Source: an optimization exercise on an open RTL-to-GDS flow (aim: small area). Production flows keep margins and buffers that such runs may drop. At most, simulation tests tie the RTL to the original design; equivalence was not proved. Function not checked in run 1: the RTL went through the layout flow alone. Power figures rest on the tool's default switching activity, not on a simulated workload.

## flow/constraint.sdc

```tcl
create_clock -name core_clock -period 8.0 [get_ports {clk}]
set_input_delay 1.6000 -clock core_clock [delete_from_list [all_inputs] [get_ports {clk}]]
set_output_delay 1.6000 -clock core_clock [all_outputs]
set_load 0.01 [all_outputs]
```

## flow/flow/abc_area.script

```
strash
&get -n
&saveaig
&loadaig
&deepsyn -T 60 -S 1
&put
strash
dch -f
map -a
strash
dch -f
amap
save -a
&loadaig
&deepsyn -T 60 -S 2
&put
strash
dch -f
map -a
strash
dch -f
amap
save -a
&loadaig
&deepsyn -T 60 -S 3
&put
strash
dch -f
map -a
strash
dch -f
amap
save -a
&loadaig
&deepsyn -T 60 -S 4
&put
strash
dch -f
map -a
strash
dch -f
amap
save -a
load
topo
```

## flow/flow/run.sh

```bash
#!/bin/bash
# Own layout flow: the standard flow (standard.sh), with these changes:
#  - synthesis maps the combinational logic with an area-oriented ABC script
#    (deep logic synthesis from four random seeds, each followed by
#    area-recovering mapping; the smallest mapping is kept); the registers are
#    mapped exactly as in the standard synthesis;
#  - yosys does not map adders to half/full adder cells before ABC, so ABC
#    optimises the counters' incrementers with the rest of the logic;
#  - the port buffers that global placement inserts on every input and output
#    are the smallest buffer cell (sky130_fd_sc_hd__buf_1);
#  - clock tree synthesis uses clkbuf_4/clkbuf_8 and adds no dummy loads.
set -euo pipefail
HERE=$(pwd)
rm -rf "$HERE/scripts_mod"
cp -r "$FLOW_HOME/scripts" "$HERE/scripts_mod"
cp "$HERE/flow/abc_area.script" "$HERE/scripts_mod/abc_speed.script"
bash standard.sh SCRIPTS_DIR="$HERE/scripts_mod" ADDER_MAP_FILE= \
	"BUFFER_PORTS_ARGS=-buffer_cell sky130_fd_sc_hd__buf_1" \
	"CTS_ARGS=-sink_clustering_enable -repair_clock_nets -dont_use_dummy_load -sink_clustering_size 30 -sink_clustering_max_diameter 150 -buf_list {sky130_fd_sc_hd__clkbuf_4 sky130_fd_sc_hd__clkbuf_8}" \
	finish > "$HERE/standard.log" 2>&1
```

## flow/standard.sh

```bash
#!/bin/bash
# synth_recipe.tcl (not shown) runs the flow's synth.tcl, then flattens the netlist and writes it again
# the make line also repeats each setting of config.mk as NAME=value (left out here)
make -C /OpenROAD-flow-scripts/flow DESIGN_CONFIG=/design/flow/config.mk WORK_HOME=/design/flow/orfs CLKGATE_MAP_FILE= SYNTH_SCRIPT=/design/flow/synth_recipe.tcl "${@:-finish}"
```

## flow/design.v

```verilog
module controller (
	input clk,
	input key3, input key2, input key1, input key0,
	input reset,
	output [1:0] oop, oair, oaz, obz, ocz,
	output reg win
);
	reg [1:0] op, air, az, bz, cz;
	reg stale;
	reg [1:0] last;
	wire a_on = (az == op) & (air != 2'd1);
	wire b_on = (bz == op) & (air != 2'd2);
	wire c_on = (cz == op) & (air != 2'd3);
	wire won = (air == 2'd0) & (az == 2'd2) & (bz == 2'd2) & (cz == 2'd2);
	wire left_ok = (op != 2'd0);
	wire right_ok = (op != 2'd2);
	wire [1:0] op_l = op - 2'd1;
	wire [1:0] op_r = op + 2'd1;
	wire up = ~key3;
	wire down = key3 & ~key2;
	wire left = key3 & key2 & ~key1;
	wire right = key3 & key2 & key1 & ~key0;
	wire lift = up & (air == 2'd0) & (a_on | b_on | c_on);
	wire put = down & ((air == 2'd1) | ((air == 2'd2) & (az != op)) |
		((air == 2'd3) & (az != op) & (bz != op)));
	wire go_l = left & left_ok;
	wire go_r = right & right_ok;
	wire change = lift | put | go_l | go_r;
	wire copy = ~down | (air != 2'd0);
	always @(posedge clk) begin
		if (!reset) begin
			op <= 2'd0; air <= 2'd0; az <= 2'd0; bz <= 2'd0; cz <= 2'd0;
			stale <= 1'b0; last <= 2'd0;
			win <= 1'b0;
		end else if (won) begin
			win <= 1'b1;
		end else begin
			if (change) begin
				stale <= 1'b1;
				last <= go_r ? 2'd3 : go_l ? 2'd2 : put ? 2'd1 : 2'd0;
			end else if (copy) begin
				stale <= 1'b0;
			end
			if (lift) air <= a_on ? 2'd1 : b_on ? 2'd2 : 2'd3;
			if (put) air <= 2'd0;
			if (go_l) begin
				op <= op_l;
				if (air == 2'd1) az <= op_l;
				if (air == 2'd2) bz <= op_l;
				if (air == 2'd3) cz <= op_l;
			end
			if (go_r) begin
				op <= op_r;
				if (air == 2'd1) az <= op_r;
				if (air == 2'd2) bz <= op_r;
				if (air == 2'd3) cz <= op_r;
			end
		end
	end
	wire moved = stale & last[1];
	assign oop = moved ? (last[0] ? op - 2'd1 : op + 2'd1) : op;
	wire [1:0] top = (az == op) ? 2'd1 : (bz == op) ? 2'd2 : 2'd3;
	assign oair = (stale & (last == 2'd0)) ? 2'd0 : (stale & (last == 2'd1)) ? top : air;
	assign oaz = (moved & (air == 2'd1)) ? oop : az;
	assign obz = (moved & (air == 2'd2)) ? oop : bz;
	assign ocz = (moved & (air == 2'd3)) ? oop : cz;
endmodule
module HanoiTower (clk, rst, reset, key, r, g, b, clk_vga, hsync, vsync, VGA_BLANK_N, VGA_SYNC_N);
	input clk;
	input rst;
	input reset;
	input [3:0] key;
	output [7:0] r;
	output [7:0] g;
	output [7:0] b;
	output clk_vga;
	output hsync;
	output vsync;
	output VGA_BLANK_N;
	output VGA_SYNC_N;
	reg clk_vga;
	reg [9:0] x;   
	reg [9:0] y;   
	reg vs;
	wire x_end = x[9] & x[8] & x[5];           
	wire y_end = y[9] & y[3] & y[2] & y[0];    
	wire vga_rise = ~clk_vga;
	wire [9:0] x_inc = x + {9'd0, vga_rise};
	wire [9:0] y_inc = y + {9'd0, vga_rise & x_end};
	always @(posedge clk or negedge rst) begin
		if (!rst) begin
			clk_vga <= 1'b0;
			x <= 10'd0;
			y <= 10'd0;
			vs <= 1'b1;
		end else begin
			clk_vga <= ~clk_vga;
			x <= (vga_rise & x_end) ? 10'd0 : x_inc;
			y <= (vga_rise & y_end) ? 10'd0 : y_inc;
			if (vga_rise) begin
				if (y == 10'd0) vs <= 1'b0;
				else if (y == 10'd2) vs <= 1'b1;
			end
		end
	end
	assign hsync = ~((x != 10'd0) & (x <= 10'd96));
	assign vsync = vs;
	assign VGA_SYNC_N = 1'b0;
	assign VGA_BLANK_N = (x >= 10'd160) & (y >= 10'd45);
	wire [1:0] oop, oair, oaz, obz, ocz;
	wire win;
	controller ctl (
		.clk(clk), .key3(key[3]), .key2(key[2]), .key1(key[1]), .key0(key[0]),
		.reset(reset),
		.oop(oop), .oair(oair), .oaz(oaz), .obz(obz), .ocz(ocz), .win(win)
	);
	wire [1:0] oap = (oair == 2'd1) ? 2'd0 :
		2'd3 - {1'b0, (obz == oaz) & (oair != 2'd2)} - {1'b0, (ocz == oaz) & (oair != 2'd3)};
	reg [1:0] sa_z, sa_p, sb_z, sc_z, s_op, s_air;
	always @(posedge clk) begin
		if (!clk_vga) begin
			sa_z <= oaz; sa_p <= oap;
		end else begin
			sb_z <= obz; sc_z <= ocz; s_air <= oair;
			s_op <= oop;
		end
	end
	function in_x(input [9:0] v, input integer lo, input integer hi);
		in_x = (v >= lo + 144) && (v <= hi + 144);
	endfunction
	function in_y(input [9:0] v, input integer lo, input integer hi);
		in_y = (v >= lo + 35) && (v <= hi + 35);
	endfunction
	wire [3:0] yband;
	assign yband[0] = in_y(y, 25, 55);
	assign yband[1] = in_y(y, 285, 315);
	assign yband[2] = in_y(y, 330, 360);
	assign yband[3] = in_y(y, 375, 405);
	wire [2:0] xa, xb, xc, xp;
	assign xa[0] = in_x(x, 113, 193);
	assign xa[1] = in_x(x, 278, 358);
	assign xa[2] = in_x(x, 446, 526);
	assign xb[0] = in_x(x, 97, 209);
	assign xb[1] = in_x(x, 262, 374);
	assign xb[2] = in_x(x, 430, 542);
	assign xc[0] = in_x(x, 81, 225);
	assign xc[1] = in_x(x, 246, 390);
	assign xc[2] = in_x(x, 414, 558);
	assign xp[0] = in_x(x, 145, 161);
	assign xp[1] = in_x(x, 310, 326);
	assign xp[2] = in_x(x, 478, 494);
	wire [1:0] sb_p = (s_air == 2'd2) ? 2'd0 : ((sc_z == sb_z) & (s_air != 2'd3)) ? 2'd2 : 2'd3;
	wire sc_air = (s_air == 2'd3);
	wire is_a = xa[sa_z] & yband[sa_p];
	wire is_b = xb[sb_z] & yband[sb_p];
	wire is_c = xc[sc_z] & (sc_air ? yband[0] : yband[3]);
	wire is_dot = xp[s_op] & in_y(y, 442, 458);
	wire is_fund = (in_x(x, 28, 612) & in_y(y, 420, 480)) | ((xp != 3'd0) & in_y(y, 80, 420));
	wire yel =
		(in_x(x, 20, 35) & in_y(y, 155, 195)) |
		(in_x(x, 35, 50) & in_y(y, 195, 235)) |
		(in_x(x, 50, 65) & in_y(y, 235, 325)) |
		(in_x(x, 65, 80) & in_y(y, 195, 235)) |
		(in_x(x, 80, 95) & in_y(y, 155, 195)) |
		(in_x(x, 125, 170) & in_y(y, 155, 170)) |
		(in_x(x, 125, 170) & in_y(y, 310, 325)) |
		(in_x(x, 110, 125) & in_y(y, 170, 310)) |
		(in_x(x, 170, 185) & in_y(y, 170, 310)) |
		(in_x(x, 200, 215) & in_y(y, 155, 310)) |
		(in_x(x, 260, 275) & in_y(y, 155, 310)) |
		(in_x(x, 215, 260) & in_y(y, 310, 325)) |
		(in_x(x, 310, 325) & in_y(y, 155, 232)) |
		(in_x(x, 325, 340) & in_y(y, 232, 309)) |
		(in_x(x, 340, 355) & in_y(y, 309, 325)) |
		(in_x(x, 355, 370) & in_y(y, 232, 309)) |
		(in_x(x, 370, 380) & in_y(y, 190, 232)) |
		(in_x(x, 380, 395) & in_y(y, 232, 309)) |
		(in_x(x, 395, 410) & in_y(y, 309, 325)) |
		(in_x(x, 410, 425) & in_y(y, 232, 309)) |
		(in_x(x, 425, 440) & in_y(y, 155, 232)) |
		(in_x(x, 455, 515) & in_y(y, 155, 170)) |
		(in_x(x, 477, 492) & in_y(y, 170, 310)) |
		(in_x(x, 455, 515) & in_y(y, 310, 325)) |
		(in_x(x, 530, 545) & in_y(y, 155, 325)) |
		(in_x(x, 545, 555) & in_y(y, 155, 170)) |
		(in_x(x, 555, 570) & in_y(y, 170, 240)) |
		(in_x(x, 570, 585) & in_y(y, 240, 310)) |
		(in_x(x, 585, 595) & in_y(y, 310, 325)) |
		(in_x(x, 595, 610) & in_y(y, 155, 325)) |
		(in_x(x, 625, 640) & in_y(y, 155, 275)) |
		(in_x(x, 625, 640) & in_y(y, 295, 325));
	localparam K = 3'b000, GB = 3'b010, CB = 3'b001, DT = 3'b101, AR = 3'b100, FD = 3'b110, YW = 3'b111;
	reg [2:0] cls;
	always @(posedge clk) begin
		if (clk_vga) begin
			if (win) cls <= {3{yel}};
			else begin
				cls[2] <= is_dot | is_a | (is_fund & ~is_b & ~is_c);
				cls[1] <= is_b | (is_fund & ~is_a & ~is_c & ~is_dot);
				cls[0] <= is_dot | is_c;
			end
		end
	end
	wire c2 = cls[2], c1 = cls[1], c0 = cls[0];
	wire r1  = c2;                  
	wire r2  = c2 & ~(c0 & ~c1);    
	wire g7  = c1;                  
	wire g6  = (c1 & ~c2) | (c0 & c2);  
	wire g5  = c1 & (c0 | ~c2);     
	wire g3  = c1 & ~(c2 & c0);     
	wire g2  = (c1 & ~(c2 & c0)) | (c2 & c0 & ~c1);  
	wire g0  = (c1 & ~c2) | (c2 & c0 & ~c1);  
	wire b1  = c0 & ~c2;            
	wire b2  = c0 & ~c1;            
	assign r = {r1, r2, r2, r2, r1, r2, r1, r1};
	assign g = {g7, g6, g5, g5, g3, g2, g5, g0};
	assign b = {b1, b1, b1, b2, b1, b1, b2, b2};
endmodule
```

## flow/config.mk

```make
export PLATFORM = sky130hd
export DESIGN_NAME = HanoiTower
export DESIGN_NICKNAME = HanoiTower
export VERILOG_FILES = /design/flow/design.v
export SDC_FILE = /design/flow/constraint.sdc
export NUM_CORES = 4
export LEC_CHECK = 0
export CAP_MARGIN = 20
export CORE_MARGIN = 2
export CORE_UTILIZATION = 40
export SLEW_MARGIN = 20
```

==> impl_results.md, run 1 <==
- Status: did not finish
- Stopped at: 1_2_yosys
- Log Error: ERROR: Syntax error in line 20!
- Yosys warning count: 2
==> run 2: changes to the inputs <==
--- a/flow/design.v
+++ b/flow/design.v
@@ -2,20 +2,17 @@
 	input clk,
 	input key3, input key2, input key1, input key0,
 	input reset,
-	output [1:0] oop, oair, oaz, obz, ocz,
+	output [1:0] oop, oair,
+	output reg [1:0] az, bz, cz,
 	output reg win
 );
-	reg [1:0] op, air, az, bz, cz;
+	reg [1:0] op, air;
 	reg stale;
 	reg [1:0] last;
 	wire a_on = (az == op) & (air != 2'd1);
 	wire b_on = (bz == op) & (air != 2'd2);
 	wire c_on = (cz == op) & (air != 2'd3);
 	wire won = (air == 2'd0) & (az == 2'd2) & (bz == 2'd2) & (cz == 2'd2);
-	wire left_ok = (op != 2'd0);
-	wire right_ok = (op != 2'd2);
-	wire [1:0] op_l = op - 2'd1;
-	wire [1:0] op_r = op + 2'd1;
 	wire up = ~key3;
 	wire down = key3 & ~key2;
 	wire left = key3 & key2 & ~key1;
@@ -23,8 +20,8 @@
 	wire lift = up & (air == 2'd0) & (a_on | b_on | c_on);
 	wire put = down & ((air == 2'd1) | ((air == 2'd2) & (az != op)) |
 		((air == 2'd3) & (az != op) & (bz != op)));
-	wire go_l = left & left_ok;
-	wire go_r = right & right_ok;
+	wire go_l = left & (op != 2'd0);
+	wire go_r = right & (op != 2'd2);
 	wire change = lift | put | go_l | go_r;
 	wire copy = ~down | (air != 2'd0);
 	always @(posedge clk) begin
@@ -42,28 +39,20 @@
 				stale <= 1'b0;
 			end
 			if (lift) air <= a_on ? 2'd1 : b_on ? 2'd2 : 2'd3;
-			if (put) air <= 2'd0;
-			if (go_l) begin
-				op <= op_l;
-				if (air == 2'd1) az <= op_l;
-				if (air == 2'd2) bz <= op_l;
-				if (air == 2'd3) cz <= op_l;
-			end
-			if (go_r) begin
-				op <= op_r;
-				if (air == 2'd1) az <= op_r;
-				if (air == 2'd2) bz <= op_r;
-				if (air == 2'd3) cz <= op_r;
-			end
+			if (put) begin
+				air <= 2'd0;
+				if (air == 2'd1) az <= op;
+				if (air == 2'd2) bz <= op;
+				if (air == 2'd3) cz <= op;
+			end
+			if (go_l) op <= op - 2'd1;
+			if (go_r) op <= op + 2'd1;
 		end
 	end
 	wire moved = stale & last[1];
 	assign oop = moved ? (last[0] ? op - 2'd1 : op + 2'd1) : op;
 	wire [1:0] top = (az == op) ? 2'd1 : (bz == op) ? 2'd2 : 2'd3;
 	assign oair = (stale & (last == 2'd0)) ? 2'd0 : (stale & (last == 2'd1)) ? top : air;
-	assign oaz = (moved & (air == 2'd1)) ? oop : az;
-	assign obz = (moved & (air == 2'd2)) ? oop : bz;
-	assign ocz = (moved & (air == 2'd3)) ? oop : cz;
 endmodule
 module HanoiTower (clk, rst, reset, key, r, g, b, clk_vga, hsync, vsync, VGA_BLANK_N, VGA_SYNC_N);
 	input clk;
@@ -112,15 +101,14 @@
 	controller ctl (
 		.clk(clk), .key3(key[3]), .key2(key[2]), .key1(key[1]), .key0(key[0]),
 		.reset(reset),
-		.oop(oop), .oair(oair), .oaz(oaz), .obz(obz), .ocz(ocz), .win(win)
+		.oop(oop), .oair(oair), .az(oaz), .bz(obz), .cz(ocz), .win(win)
 	);
 	wire [1:0] oap = (oair == 2'd1) ? 2'd0 :
 		2'd3 - {1'b0, (obz == oaz) & (oair != 2'd2)} - {1'b0, (ocz == oaz) & (oair != 2'd3)};
 	reg [1:0] sa_z, sa_p, sb_z, sc_z, s_op, s_air;
 	always @(posedge clk) begin
-		if (!clk_vga) begin
-			sa_z <= oaz; sa_p <= oap;
-		end else begin
+		sa_z <= (oair == 2'd1) ? oop : oaz; sa_p <= oap;
+		if (clk_vga) begin
 			sb_z <= obz; sc_z <= ocz; s_air <= oair;
 			s_op <= oop;
 		end
@@ -152,8 +140,8 @@
 	wire [1:0] sb_p = (s_air == 2'd2) ? 2'd0 : ((sc_z == sb_z) & (s_air != 2'd3)) ? 2'd2 : 2'd3;
 	wire sc_air = (s_air == 2'd3);
 	wire is_a = xa[sa_z] & yband[sa_p];
-	wire is_b = xb[sb_z] & yband[sb_p];
-	wire is_c = xc[sc_z] & (sc_air ? yband[0] : yband[3]);
+	wire is_b = xb[(s_air == 2'd2) ? s_op : sb_z] & yband[sb_p];
+	wire is_c = xc[sc_air ? s_op : sc_z] & (sc_air ? yband[0] : yband[3]);
 	wire is_dot = xp[s_op] & in_y(y, 442, 458);
 	wire is_fund = (in_x(x, 28, 612) & in_y(y, 420, 480)) | ((xp != 3'd0) & in_y(y, 80, 420));
 	wire yel =
==> flow/flow/run.sh (replaced) <==
#!/bin/bash
# Own layout flow: the standard flow (standard.sh), with these changes:
#  - yosys does not map adders to half/full adder cells before ABC, so ABC
#    optimises the counters' incrementers with the rest of the logic;
#  - the port buffers that global placement inserts on every input and output
#    are the smallest buffer cell (sky130_fd_sc_hd__buf_1);
#  - clock tree synthesis uses clkbuf_4/clkbuf_8 and adds no dummy loads.
set -euo pipefail
HERE=$(pwd)
SEEDS=16
SEEDS2=8
ABC=$(command -v yosys-abc)
LIB=$FLOW_HOME/platforms/sky130hd/lib/sky130_fd_sc_hd__tt_025C_1v80.lib
ARGS=(SCRIPTS_DIR="$HERE/scripts_mod" ADDER_MAP_FILE=
	"BUFFER_PORTS_ARGS=-buffer_cell sky130_fd_sc_hd__buf_1"
	"CTS_ARGS=-sink_clustering_enable -repair_clock_nets -dont_use_dummy_load -buf_list {sky130_fd_sc_hd__clkbuf_4 sky130_fd_sc_hd__clkbuf_8}")

rm -rf "$HERE/scripts_mod" "$HERE/orfs" "$HERE/seeds"
cp -r "$FLOW_HOME/scripts" "$HERE/scripts_mod"

# 1. Record the combinational logic that synthesis hands to ABC
printf 'strash\nwrite_aiger %s\nmap\n' "$HERE/abc_in.aig" > "$HERE/scripts_mod/abc_speed.script"
bash standard.sh "${ARGS[@]}" synth > "$HERE/synth_probe.log" 2>&1
DONT_USE=$(grep -m1 '^abc -script' "$HERE"/orfs/logs/*/*/*/1_2_yosys.log | grep -o -- '-dont_use [^ ]*' | sed 's/-dont_use /-X /' | tr '\n' ' ')
rm -rf "$HERE/orfs"

# 2. Optimise and map it: deepsyn with each seed, then, from the best
#    result, a second deepsyn round with each of fewer seeds
mkdir -p "$HERE/seeds"
run_chain() {  # run_chain NAME SEED... : deepsyn rounds with these seeds, then map
	local name=$1; shift
	local cmds=""
	for s in "$@"; do cmds="$cmds; &get -n; &deepsyn -J 40 -T 900 -S $s; &put; strash"; done
	"$ABC" -c "read_lib $DONT_USE -w $LIB; read $HERE/abc_in.aig; strash$cmds; source $HERE/flow/map.script; print_stats" > "$HERE/seeds/$name.log" 2>&1
}
export -f run_chain
export ABC LIB HERE DONT_USE
best_of() {  # best_of PREFIX N : the seed whose run PREFIX_seed gave the least area
	for s in $(seq 1 $2); do
		a=$(grep -o 'area *= *[0-9.]*' "$HERE/seeds/$1_$s.log" | tail -1 | grep -o '[0-9.]*$')
		echo "$a $s"
	done | sort -n -k1,1 -k2,2 | head -1 | awk '{print $2}'
}
seq 1 $SEEDS | xargs -P "${NUM_CORES:-4}" -I{} bash -c 'run_chain r1_{} {}'
S1=$(best_of r1 $SEEDS)
seq 1 $SEEDS2 | xargs -P "${NUM_CORES:-4}" -I{} bash -c "run_chain r2_{} $S1 {}"
S2=$(best_of r2 $SEEDS2)
A1=$(grep -o 'area *= *[0-9.]*' "$HERE/seeds/r1_$S1.log" | tail -1 | grep -o '[0-9.]*$')
A2=$(grep -o 'area *= *[0-9.]*' "$HERE/seeds/r2_$S2.log" | tail -1 | grep -o '[0-9.]*$')
CHAIN="$S1"
if awk -v a="$A2" -v b="$A1" 'BEGIN { exit !(a < b) }'; then CHAIN="$S1 $S2"; fi
echo "seeds: $CHAIN (round 1: seed $S1, $A1; round 2: seed $S2, $A2)" > "$HERE/seeds/best.txt"

# 3. The real flow, with the chosen seed
{ echo strash; for s in $CHAIN; do printf '&get -n\n&deepsyn -J 40 -T 900 -S %s\n&put\nstrash\n' "$s"; done; cat "$HERE/flow/map.script"; } > "$HERE/scripts_mod/abc_speed.script"
bash standard.sh "${ARGS[@]}" finish > "$HERE/standard.log" 2>&1
==> flow/flow/map.script (new file) <==
strash
dch -f
map -a
strash
dch -f
amap
topo
removed: flow/flow/abc_area.script
==> impl_results.md, run 2 <==
- Synth top area share: 0.139
- DRC: 0
- GRT Util Overall: 0.255
- Clock transition at path regs: ~100 ps
- # rows: 35
- Most frequent cells after synthesis: nor2_1 (136), clkinv_1 (77), nand2_1 (53)
- Synthesized area: ~3800 um2
- HPWL Detailed: just over 10 mm
- Area of the multi-input gates: between 2000 and 2500 um2
- Mapped Cells: around 560
- Most numerous cell in the Yosys netlist: nor2_1
- Post-Route WL: ~13 mm
- Crit path required time: roughly 8100 ps
- Die area: 10200 um2
- Final Total Pwr: about 0.00045 W
- Core footprint: slightly above 9000 um2
- FF+latch count, synth: between 50 and 60
- Period Utilization, post-route: 0.531
- Final core occ: 0.429
- Crit path depth: 17
- Pre-CTS WS: 3980 ps
- Buffers & Inverters on Critical Path: 2
- Top-Level Pins: 36
- Max Buffers Root-to-Sink: 2
- Max incr delay on CP: around 740 ps
- Critical Path Slowest Stage Cell: a2111oi_0
- Worst-Margin Slew: ~900 ps
- Mean number of vias per cell: around 6
- Share of synthesized registers carrying an async set or reset: 0.431
- End of the critical path: cls[1]
- Cts repair resizes: 0
- CP most frequent cell: nor2_1
- CP Launch Type: register
- # Post-CTS Setup Buffers: 0
- Yosys warning count: 2
- FMAX: 0.235 GHz
- Layout area overhead: 4.30%
- Synth cell types: 40
- CP delay by family, top: compound AO/OA/AOI/OAI gates
- Yosys top cell by area: dfrtp_1
- H-tree Lvls: 2
- Critical path, cell by cell: clkinv_1 > o21ai_0 > nand2_1 > a221oi_1 > a221oi_1 > a2111oi_0 > nand3_1 > a22oi_1 > nor2_1 > a21oi_1 > nor2_1 > nor3b_1 > a31oi_1 > nor2_1 > clkinv_1 > nor2b_1 > o22ai_1
- Pwr/cell area: between 100 and 150 nW/um2
- Antenna violations before repair: 0
- Final ANT Viol Nets: 0
- Fin. max-slew vios: 0
- Number of cells on the worst reg-to-reg path: 17
- Cts hold-fix bufs: 0
- DIE HEIGHT: approximately 100 um
- Drt first pass iters: 5
- Number of global-route vias before repair: roughly 3800
- Most area-consuming cells after synthesis: dfrtp_1 (14%), nor2_1 (14%), dfxtp_1 (9.5%)
- Die Width: 101 um
- PortBufs: 34
- GRT overflow: 0
- FF-to-FF Start: x[4]
- Max-cap viol count: 0
- Commonest cells after routing, fill and taps aside: nor2_1 (136), clkinv_1 (77), nand2_1 (53)
- Fillers: between 1000 and 1500
- Final #Nets: roughly 590
- CP Capture Type: register
- Peak VDD IR: ~86 uV
- Most common cell after layout, fill and taps aside: nor2_1
- Final Skew: around 16 ps
- Reg2reg end: cls[1]
- Reg2Reg Setup Slack: about 3800 ps
- Post-Place Cells: 683
- Diodes inserted: 0
- Post-synth EDFFs: 11
- Sink Count: 51
- Top Registers: x (10), y (10), cls (3)
- Final hold vios: 0
- RSZ-0062 raised after global routing: no
- Largest net degree at the start of global routing: 23
- Final TNS setup: 0 ps
- Worst Setup Slack, final: roughly 3800 ps
- Starting Density: 0.411
- Syn_nets: 568
- First-pass GRT wire length: 20.3 mm
- Setup Viol. Count Final: 0
- Critical path class: register to register
- Clock Latency Late Sink: between 300 and 400 ps
- Seq. cell area: between 1000 and 1500 um2
- Critical Path Fanout Max: 18
- Seq/Total Area, Yosys: 0.329
- Worst Hold Class: register to register
- Cell Count, Final, Fillers Out: between 600 and 700
- Top FF cell, synth: dfrtp_1
- Routability Congestion: around 1
- CTS tree: done
- Worst setup path start: x[4]
- Layout cells sized above 1: 0.0139
- Syn Area/Cell: just under 7 um2
- CTS root buffer: clkbuf_8
- CTS buffer count: 5
- Leak: about 1.3 nW
- 1st-iter DRT viols: between 400 and 500
- Via count: 4204
- Tmin final: about 4200 ps
- Wire per inst: 18.7 um
- Status: complete, no violations
- Worst EP arrival: approximately 4300 ps
- Max-Slew Margin vs Limit: 0.381
[run 2: worst reg2reg max path, delay by kind of cell (launching register included)]
kind / cells / cell delay [ps]
flops: 1 / 590
simple gates: 7 / 880
compound gates: 8 / 1970
buf+inv: 2 / 580
[run 2: cell type report]
type / instances / area share
clock buffer: 5 / 0.0174
sequential: 51 / 0.315
inverter: 77 / 0.0733
multi-input combinational: 408 / 0.523
timing repair buffer: 36 / 0.0362
tap: 111 / 0.0352
[run 2: worst min path at each step]
stage          slack [ps]       to       from  cells after the start
2_1_floorplan         460  sc_z[1]  ctl.cz[1]                      0
3_3_place_gp          470       vs         vs                      2
3_5_place_dp          480       vs         vs                      2
4_1_cts               490       vs         vs                      2
5_1_grt               520       vs         vs                      2
6_report              480       vs         vs                      2
[run 2: cell families after synthesis]
kind of cell           count (synthesis)  share of synthesized area
AND/OR/NAND/NOR                      269                      0.302
AO/OA/AOI/OAI                        138                      0.242
buffers and inverters                102                      0.126
flip-flops                            51                      0.329
other                                  1                   0.000992
[run 2: report_power, final]
group | internal, W | switching [W]
clock | 0.0000568 | 0.0000848
combinational | 0.0000111 | 0.0000208
sequential | 0.000270 | 0.00000516
[run 2: through the flow]
| stage | area (um2) | hold WS, ps |
|---|---|---|
| 4_1_cts | 3940 | 487 |
| 3_3_place_gp | 3870 | 471 |
| 6_report | 3940 | 482 |
| 5_1_grt | 3940 | 518 |
| 3_5_place_dp | 3870 | 476 |
| 2_1_floorplan | 3780 | 461 |
[run 2: routing by layer]
metal  wire, um  up-vias  global-route usage
li1           -     2014                   -
met1       5870     1950               0.361
met4        432        0               0.103
met5          0        -                   0
met2       5760      198               0.395
met3        806       42              0.0290

static timing again, ports no longer ideal:
Ports are ideal in the flow. The routed layout listed here was re-timed in OpenROAD.
Step 1 sets driving cells, clkbuf_16 on the clock port and buf_2 on the other inputs (assumed; they add their load-dependent delay and slew).
Step 2 times the ports against the registers' clock, not the clock port: input delays grow and output delays shrink by t, the midpoint of the rising clock arrivals with the driver on.
Three values: ideal, step 1, step 2; two values: the first two.
run: run 2
shift t [ns]: 0.334
slack for setup (ns): 3.752 / 3.752 / 3.752
worst register clock-pin slew, ns: 0.10 / 0.10
After both steps run 2 still meets setup and hold. The setup slack of run 2 moves by 0.000 ns with the drivers and by 0.000 ns with both steps.
